Context: an optimization exercise on an open-source flow, tuned for small area, a short achievable clock period and few clock cycles per item. The choices shown serve that exercise and are no tape-out recipe.
Function was checked by simulation only, so behaviour that the tests miss may differ from the original.

==> design.v <==
`timescale 1ns / 1ps
module preproc (
    input  logic       clk,
    input  logic       rst_n,
    input  logic       rx_valid,
    input  logic [7:0] rx_data,
    output logic       valid_o,      
    output logic [31:0] M_o          
);
typedef enum logic [2:0] {
    IDLE, RECEIVE, PAD1, SEND
} state_t;
state_t state;
logic [7:0] block [0:63];
logic [63:0] bit_length;
logic [6:0]  byte_cnt;
logic [3:0]  word_cnt;
always_ff @(posedge clk or negedge rst_n) begin
    if (!rst_n) begin
        state      <= IDLE;
        byte_cnt   <= '0;
        bit_length <= '0;
        word_cnt   <= '0;
        valid_o    <= 1'b0;
        M_o        <= '0;
        for (int i=0; i<64; i++) block[i] <= '0;
    end else begin
        valid_o <= 1'b0;
        case (state)
            IDLE: begin
                if (rx_valid && rx_data != 8'h0D) begin
                    block[0]   <= rx_data;
                    byte_cnt   <= 7'd1;
                    bit_length <= 64'd8;
                    state      <= RECEIVE;
                end
            end
            RECEIVE: begin
                if (rx_valid) begin
                    if (rx_data == 8'h0d) begin           
                        state <= PAD1;
                    end else if (byte_cnt < 64) begin
                        block[byte_cnt] <= rx_data;
                        byte_cnt        <= byte_cnt + 1'd1;
                        bit_length      <= bit_length + 64'd8;
                    end
                end
            end
            PAD1: begin
                block[byte_cnt] <= 8'h80;      
                block[56] <= bit_length[63:56];
                block[57] <= bit_length[55:48];
                block[58] <= bit_length[47:40];
                block[59] <= bit_length[39:32];
                block[60] <= bit_length[31:24];
                block[61] <= bit_length[23:16];
                block[62] <= bit_length[15:8];
                block[63] <= bit_length[7:0];
                state     <= SEND;
                word_cnt  <= '0;
            end
            SEND: begin
                valid_o <= 1'b1;
                M_o <= {block[word_cnt*4],   block[word_cnt*4+1],
                        block[word_cnt*4+2], block[word_cnt*4+3]};
                if (word_cnt == 15) begin
                    state <= IDLE;
                    byte_cnt   <= '0;
                    bit_length <= '0;
                    for (int i=0; i<64; i++) block[i] <= '0;
                end else begin
                    word_cnt <= word_cnt + 1'd1;
                end
            end
            default: state <= IDLE;
        endcase
    end
end
endmodule
`timescale 1ns / 1ps
module msg_sch(
    input  logic clk,
    input  logic rst_n, 
    input  logic [31:0] M_i,
    input  logic M_dv,
    output logic [31:0] W_o,
    output logic W_dv
);
    logic [5:0]  W_count;       
    logic [31:0] W_reg [0:15];  
    logic [31:0] w_next;        
    always_comb begin
        if (W_count < 16) begin
            w_next = M_i;
        end else begin
            w_next = sigma1(W_reg[14]) + W_reg[9] + sigma0(W_reg[1]) + W_reg[0];
        end
    end
    always_ff @(posedge clk or negedge rst_n) begin
        if (!rst_n) begin
            W_count <= '0;
            W_o     <= '0;
            W_dv    <= 1'b0;
            for(int i=0; i<16; i++) W_reg[i] <= '0;
        end
        else begin
            if (W_count < 16) begin
                if (M_dv) begin
                    W_reg[W_count] <= w_next;  
                    W_o            <= w_next;  
                    W_dv           <= 1'b1;
                    W_count        <= W_count + 1;
                end
                else begin
                    W_dv <= 1'b0;  
                end
            end
            else if (W_count < 64) begin
                for (int i = 0; i < 15; i++) begin
                    W_reg[i] <= W_reg[i+1];
                end
                W_reg[15] <= w_next;
                W_o       <= w_next;
                W_dv      <= 1'b1;
                if (W_count == 63) begin
                    W_count <= '0;  
                end else begin
                    W_count <= W_count + 1;
                end
            end
        end
    end
function automatic [31:0] ROTR;
    input [31:0] x;
    input [4:0]  n;
    begin
            ROTR = (x >> n) | (x << (32-n));
    end
endfunction
function automatic [31:0] SHR;
    input [31:0] x;
    input [4:0]  n;
    begin
            SHR = x >> n;
    end
endfunction
function automatic [31:0] sigma0;
    input [31:0] x;
    begin
        sigma0 = ROTR(x,7) ^ ROTR(x,18) ^ SHR(x,3);
    end
endfunction
function automatic [31:0] sigma1;
    input [31:0] x;
    begin
        sigma1 = ROTR(x,17) ^ ROTR(x,19) ^ SHR(x,10);
    end
endfunction
endmodule
`timescale 1ns / 1ps
module hash_core(
    input logic clk,
    input logic rst_n,
    input bit d_valid,
    input logic [31:0] Wt_i,       
    output logic [255:0] fin_hash,
    output logic done          
);
    logic [31:0] H0, H1, H2, H3, H4, H5, H6, H7;
  logic [31:0] a, b, c, d, e, f, g, h;
  logic [31:0] A_o, B_o, C_o, D_o, E_o, F_o, G_o, H_o;
  logic [6:0] count;
  logic [31:0] Kt_i;
  logic [31:0] T1, T2;
  function automatic logic [31:0] ROM(input logic [5:0] idx);
    case (idx)
      6'd0: ROM = 32'h428a2f98;
      6'd1: ROM = 32'h71374491;
      6'd2: ROM = 32'hb5c0fbcf;
      6'd3: ROM = 32'he9b5dba5;
      6'd4: ROM = 32'h3956c25b;
      6'd5: ROM = 32'h59f111f1;
      6'd6: ROM = 32'h923f82a4;
      6'd7: ROM = 32'hab1c5ed5;
      6'd8: ROM = 32'hd807aa98;
      6'd9: ROM = 32'h12835b01;
      6'd10: ROM = 32'h243185be;
      6'd11: ROM = 32'h550c7dc3;
      6'd12: ROM = 32'h72be5d74;
      6'd13: ROM = 32'h80deb1fe;
      6'd14: ROM = 32'h9bdc06a7;
      6'd15: ROM = 32'hc19bf174;
      6'd16: ROM = 32'he49b69c1;
      6'd17: ROM = 32'hefbe4786;
      6'd18: ROM = 32'h0fc19dc6;
      6'd19: ROM = 32'h240ca1cc;
      6'd20: ROM = 32'h2de92c6f;
      6'd21: ROM = 32'h4a7484aa;
      6'd22: ROM = 32'h5cb0a9dc;
      6'd23: ROM = 32'h76f988da;
      6'd24: ROM = 32'h983e5152;
      6'd25: ROM = 32'ha831c66d;
      6'd26: ROM = 32'hb00327c8;
      6'd27: ROM = 32'hbf597fc7;
      6'd28: ROM = 32'hc6e00bf3;
      6'd29: ROM = 32'hd5a79147;
      6'd30: ROM = 32'h06ca6351;
      6'd31: ROM = 32'h14292967;
      6'd32: ROM = 32'h27b70a85;
      6'd33: ROM = 32'h2e1b2138;
      6'd34: ROM = 32'h4d2c6dfc;
      6'd35: ROM = 32'h53380d13;
      6'd36: ROM = 32'h650a7354;
      6'd37: ROM = 32'h766a0abb;
      6'd38: ROM = 32'h81c2c92e;
      6'd39: ROM = 32'h92722c85;
      6'd40: ROM = 32'ha2bfe8a1;
      6'd41: ROM = 32'ha81a664b;
      6'd42: ROM = 32'hc24b8b70;
      6'd43: ROM = 32'hc76c51a3;
      6'd44: ROM = 32'hd192e819;
      6'd45: ROM = 32'hd6990624;
      6'd46: ROM = 32'hf40e3585;
      6'd47: ROM = 32'h106aa070;
      6'd48: ROM = 32'h19a4c116;
      6'd49: ROM = 32'h1e376c08;
      6'd50: ROM = 32'h2748774c;
      6'd51: ROM = 32'h34b0bcb5;
      6'd52: ROM = 32'h391c0cb3;
      6'd53: ROM = 32'h4ed8aa4a;
      6'd54: ROM = 32'h5b9cca4f;
      6'd55: ROM = 32'h682e6ff3;
      6'd56: ROM = 32'h748f82ee;
      6'd57: ROM = 32'h78a5636f;
      6'd58: ROM = 32'h84c87814;
      6'd59: ROM = 32'h8cc70208;
      6'd60: ROM = 32'h90befffa;
      6'd61: ROM = 32'ha4506ceb;
      6'd62: ROM = 32'hbef9a3f7;
      6'd63: ROM = 32'hc67178f2;
      default: ROM = 32'h0;
    endcase
  endfunction
        assign Kt_i = ROM(count[5:0]);
function automatic logic [31:0] rotr(input logic [31:0] x, input int n);
   rotr = (x>>n) | (x << (32-n));
endfunction
function automatic logic [31:0] Ch(input logic [31:0] x, y, z);
    Ch = (x & y) ^ (~x & z);
endfunction
function automatic logic [31:0] Maj(input logic [31:0] x, y, z);
    Maj = (x & y)^(x & z)^(y & z);
endfunction
function automatic logic [31:0] sigma_0(input logic [31:0] x);
    sigma_0 = rotr(x,2) ^ rotr(x,13) ^ rotr(x,22);
endfunction
function automatic logic [31:0] sigma_1(input logic [31:0] x);
    sigma_1 = rotr(x,6) ^ rotr(x,11) ^ rotr(x,25);
endfunction
  logic [31:0] ra, rb, rc, rd, re, rf, rg, rh;
  assign ra = (count == 7'd0) ? H0 : a;
  assign rb = (count == 7'd0) ? H1 : b;
  assign rc = (count == 7'd0) ? H2 : c;
  assign rd = (count == 7'd0) ? H3 : d;
  assign re = (count == 7'd0) ? H4 : e;
  assign rf = (count == 7'd0) ? H5 : f;
  assign rg = (count == 7'd0) ? H6 : g;
  assign rh = (count == 7'd0) ? H7 : h;
   assign  T1 = rh + sigma_1(re) + Ch(re,rf,rg) + Kt_i + Wt_i;
   assign  T2 = sigma_0(ra) + Maj(ra,rb,rc);
always_ff @(posedge clk or negedge rst_n)
 begin
    if (!rst_n) 
        begin
                count <= 7'd0;
                done <= 1'b0;
                    a <= 32'h6a09e667;
                    b <= 32'hbb67ae85; 
                    c <= 32'h3c6ef372; 
                    d <= 32'ha54ff53a;
                    e <= 32'h510e527f; 
                    f <= 32'h9b05688c; 
                    g <= 32'h1f83d9ab; 
                    h <= 32'h5be0cd19;
                    H0 <= 32'h6a09e667;
                    H1 <= 32'hbb67ae85; 
                    H2 <= 32'h3c6ef372; 
                    H3 <= 32'ha54ff53a;
                    H4 <= 32'h510e527f; 
                    H5 <= 32'h9b05688c; 
                    H6 <= 32'h1f83d9ab; 
                    H7 <= 32'h5be0cd19;
        end
    else 
        begin    
            if(d_valid == 1'b1 && count < 64)
                 begin
                    h <= rg;
                    g <= rf;
                    f <= re; 
                    d <= rc;
                    c <= rb;
                    b <= ra;
                    e <= rd + T1;
                    a <= T1 + T2;
                    count <= count + 1'b1;
                    if (count == 7'd63) begin
                        done <= 1'b1;
                        count <= 7'd0;
                    end else begin
                        done <= 1'b0;
                    end
                 end
            else if (count >= 64) begin
                done <= 1'b1;
            end
            else begin
                done <= 1'b0;
            end
        end
end
    assign A_o = a + H0;
    assign B_o = b + H1;
    assign C_o = c + H2;
    assign D_o = d + H3;
    assign E_o = e + H4;
    assign F_o = f + H5;
    assign G_o = g + H6;
    assign H_o = h + H7;
    assign fin_hash = {A_o,B_o,C_o,D_o,E_o,F_o,G_o,H_o};
endmodule
`timescale 1ns / 1ps
module hash (
    input  logic        clk,
    input  logic        rst_n,
    input  logic       rx_valid,         
    input  logic [7:0] rx_data,   
    output logic        hash_done,
    output logic [255:0] fin_hash
);
    logic        valid_o;       
    logic [31:0] M_o;           
    logic        W_dv;          
    logic [31:0] W_o;           
    preproc u_padder (
        .clk            (clk),
        .rst_n          (rst_n),
        .rx_valid     (rx_valid),
        .rx_data        (rx_data),
        .valid_o        (valid_o),
        .M_o            (M_o)
    );
    msg_sch u_sched (
        .clk        (clk),
        .rst_n      (rst_n),
        .M_dv       (valid_o),
        .M_i        (M_o),
        .W_o        (W_o),
        .W_dv       (W_dv)
    );
    hash_core u_hash (
        .clk            (clk),
        .rst_n          (rst_n),
        .d_valid        (W_dv),
        .Wt_i           (W_o),
        .fin_hash       (fin_hash),
        .done           (hash_done)
    );
endmodule
==> run.sh <==
#!/bin/bash
# synth_recipe.tcl (not shown) runs the flow's synth.tcl, then flattens the netlist and writes it again
# the make line also repeats each setting of config.mk as NAME=value (left out here)
make -C /OpenROAD-flow-scripts/flow DESIGN_CONFIG=/design/flow/config.mk WORK_HOME=/design/flow/orfs CLKGATE_MAP_FILE= SYNTH_SCRIPT=/design/flow/synth_recipe.tcl finish
==> config.mk <==
export PLATFORM = sky130hd
export DESIGN_NAME = hash
export DESIGN_NICKNAME = hash
export VERILOG_FILES = /design/flow/design.v
export SDC_FILE = /design/flow/constraint.sdc
export NUM_CORES = 4
export LEC_CHECK = 0
export CAP_MARGIN = 20
export CORE_MARGIN = 2
export CORE_UTILIZATION = 40
export SLEW_MARGIN = 20
==> constraint.sdc <==
create_clock -name core_clock -period 11.0 [get_ports {clk}]
set_input_delay 2.2000 -clock core_clock [delete_from_list [all_inputs] [get_ports {clk}]]
set_output_delay 2.2000 -clock core_clock [all_outputs]
set_load 0.01 [all_outputs]
==> flow_metrics.env <==
export IMPL_netlist_instances=9367
export IMPL_cts_tree="built"
export IMPL_synth_edf_count=0
export IMPL_post_cts_repair_setup_buffers=0
export IMPL_wirelength_um=307000
export IMPL_wl_per_cell_um=25.6
export IMPL_synth_avg_cell_area_um2=8.86
export IMPL_slowest_stage="dfrtp_2"
export IMPL_die_h_um=459
export IMPL_netlist_area_mm2=0.0830
export IMPL_ys_ff_latch=1434
export IMPL_hold_buffers=0
export IMPL_r2r_start="u_hash.count[4]"
export IMPL_hold_path_startpoint="u_sched.W_reg[10][30]"
export IMPL_worst_pin_slew_ns=1.16
export IMPL_vias=68887
export IMPL_clockBufferDepth=3
export IMPL_ant_nets=0
export IMPL_finalHoldViolations=0
export IMPL_ys_types=97
export IMPL_cts_resized=0
export IMPL_antenna_found_initial=9
export IMPL_grt_use_met3_pct=3.77
export IMPL_synth_top_cell_area_share_pct=39.1
export IMPL_worst_setup_path_type="reg2reg"
export IMPL_cts_htree_levels=4
export IMPL_cap_violations=0
export IMPL_root_buffer="clkbuf_16"
export IMPL_setup_viol=0
export IMPL_start_util_pct=40.2
export IMPL_rsz0062_at_grt="false"
export IMPL_drc=0
export IMPL_die_w_um=459
export IMPL_yosys_warnings=5
export IMPL_max_slew_margin_pct=23.0
export IMPL_nets=9530
export IMPL_crit_start="u_hash.count[4]"
export IMPL_post_route_period_util_pct=84.0
export IMPL_grt_ovfl_total=0
export IMPL_grt_pass1_vias=66633
export IMPL_synth_ff_type="dfrtp_1"
export IMPL_grt_usage_pct=28.8
export IMPL_gp_congestion=0.976
export IMPL_async_flop_share_pct=100
export IMPL_synth_top_area_cell="dfrtp_1"
export IMPL_fp_row_count=167
export IMPL_cts_sinks=1434
export IMPL_final_max_slew_viol_count=0
export IMPL_status="timing/DRC/antenna clean"
export IMPL_vias_per_cell=5.74
export IMPL_grt_start_max_net_pins=260
export IMPL_grt_use_met2_pct=46.1
export IMPL_drt_iter0_drc=7020
export IMPL_cts_buffers=160
export IMPL_synth_area_leaders="dfrtp_1 (39%), o21ai_0 (8.1%), nand2_1 (7.3%)"
export IMPL_period_minus_slack_ns=9.24
export IMPL_cp_data_arrival_time_ns=10.02
export IMPL_dieArea_mm2=0.211
export IMPL_first_pass_iters=6
export IMPL_critical_path_max_stage_delay_ns=0.65
export IMPL_clock_skew_ns=0.0558
export IMPL_cp_required_ns=11.78
export IMPL_syn_num_nets=9733
export IMPL_use_met1_pct=38.8
export IMPL_worstSetupEndpointType="flip-flop"
export IMPL_grt_busiest_layer="met2"
export IMPL_worst_path_max_fanout=42
export IMPL_insertion_delay_ns=0.86
export IMPL_worst_hold_path_type="reg2reg"
export IMPL_port_buffers=267
export IMPL_drive_gt1_share_pct=7.14
export IMPL_totalNegativeSetupSlack_ns=0
export IMPL_fillers=19952
export IMPL_critPathMostFrequentCell="fa_1"
export IMPL_cts_clk_slew_worst_paths_ns=0.06
export IMPL_finish_utilization_pct=45.0
export IMPL_max_freq_ghz=0.108
export IMPL_whs_ns=0.446
export IMPL_area_delta_synth_final_pct=12.1
export IMPL_ys_seq_area_share_pct=43.4
export IMPL_grt_pass1_wl_um=456000
export IMPL_start_kind="flip-flop"
export IMPL_io_pin_count=268
export IMPL_dp_final_hpwl_um=217000
export IMPL_core_region_area_mm2=0.207
## critical path: cells and delay by family, from the launching register on
kind / cells / cell delay, ns
AOI/OAI and AO/OA: 8 / 2.23
xor gates and xnor gates: 2 / 0.63
adders and majority gates: 6 / 2.88
buffers and inverters: 3 / 0.62
DFF: 1 / 0.65
and+or+nand+nor: 9 / 2.18
## per-layer routing
layer / wire [um] / part of all wire (%)
met1: 131000 / 43
met5: 35 / 0.011
met2: 142000 / 46
met4: 15300 / 5.0
met3: 18700 / 6.1
## placed cells by master, fill, tap and decap left out, types with 73 or more instances in the layout
cell                n
xor2_1            245
inv_1             215
mux2i_1           450
clkdlybuf4s50_1   266
o21ai_0          1335
fa_1              187
dfrtp_1          1293
nand2_1          1615
dfstp_2           136
nor2_1            722
a21oi_1           506
a22oi_1           126
buf_4             156
ha_1              166
a221oi_1           73
clkbuf_16         160
xnor2_1           383
nand3_1           115
## stage by stage
step	setup slack (ns)	area, um^2	instances
3_5_place_dp	1.76	87600	11705
6_report	1.76	93000	11996
2_1_floorplan	2.56	83000	9367
3_3_place_gp	1.80	87500	11705
4_1_cts	1.81	93000	11993
5_1_grt	1.27	93000	11995
## synth_stat cells, types with 9 or more instances
cell and n:
nor3_1 70, o211ai_1 25, a31oi_1 52, nand2_1 1622, ha_1 168, a22oi_1 126
fa_1 187, nand4_1 44, o21ai_1 88, a22o_1 65, or3_1 35, maj3_1 13
xor2_1 245, nand2b_1 53, a211oi_1 35, o41ai_1 11, a221oi_1 73, o21a_1 36
o21bai_1 23, buf_1 99, a21oi_1 506, buf_2 9, o21ai_0 1335, nor2b_1 34
and2_1 60, and3_1 42, dfrtp_1 1298, o31ai_1 29, a21o_1 36, nand3_1 126
clkbuf_1 682, o221ai_1 14, a21boi_0 9, mux2_2 9, mux2i_1 450, nor2_1 726
a41oi_1 13, inv_1 216, a311oi_1 13, dfstp_2 136, nor4_1 15, xnor2_1 383
## cell families after synthesis
kind of cell / Yosys count / synth area share (%)
AOI/OAI and AO/OA: 2575 / 18.0
DFF: 1434 / 43.4
xor gates and xnor gates: 628 / 6.63
buffers and inverters: 1016 / 4.63
adders and majority gates: 368 / 7.20
and+or+nand+nor: 2883 / 14.5
muxes: 463 / 5.66
## layout make-up
cell class / instances / area, um^2 / area share, %
well taps: 2704 / 3380 / 3.64
multi-input cells: 6917 / 43300 / 46.6
clock inverters: 64 / 880 / 0.946
repair buffers: 432 / 4040 / 4.34
flip-flops and latches: 1434 / 36100 / 38.8
clock buffers: 224 / 4500 / 4.84
diodes: 2 / 5.00 / 0.00538
inverters: 219 / 822 / 0.884
## final timing paths
kind,end,slack (ns),depth (start not counted)
setup / recovery,u_hash.a[31],1.76,28
hold / removal,u_sched.W_reg[9][30],0.45,2
setup reg to reg,u_hash.a[31],1.76,28
hold reg to reg,u_sched.W_reg[9][30],0.45,2
max in group asynchronous,u_sched.W_reg[5][23],7.41,3
min in group asynchronous,u_padder.block[59][0],1.34,1
Testbench counts, summed over its fixed seeds: cycles 18,504, items 192.

-- what the ideal ports hide --
How much do the figures lean on ideal ports? The routed layout below was timed once more, with nothing changed but the port constraints. Step 1 assumes that a clkbuf_16 drives the clock port and a buf_2 every other input. Step 2 times the ports against the registers' clock, not the clock port: input delays grow and output delays shrink by t, the midpoint of the rising clock arrivals with the driver on. Three values: ideal, step 1, step 2; two values: the first two.
t, ns: 0.914
setup WS [ns]: 1.759 / 1.759 / 1.759
latest minus earliest clock arrival (ns): 0.069 / 0.070
After both steps setup and hold are still met in this run. The setup slack of this run moves by 0.000 ns with the drivers and by 0.000 ns with both steps.
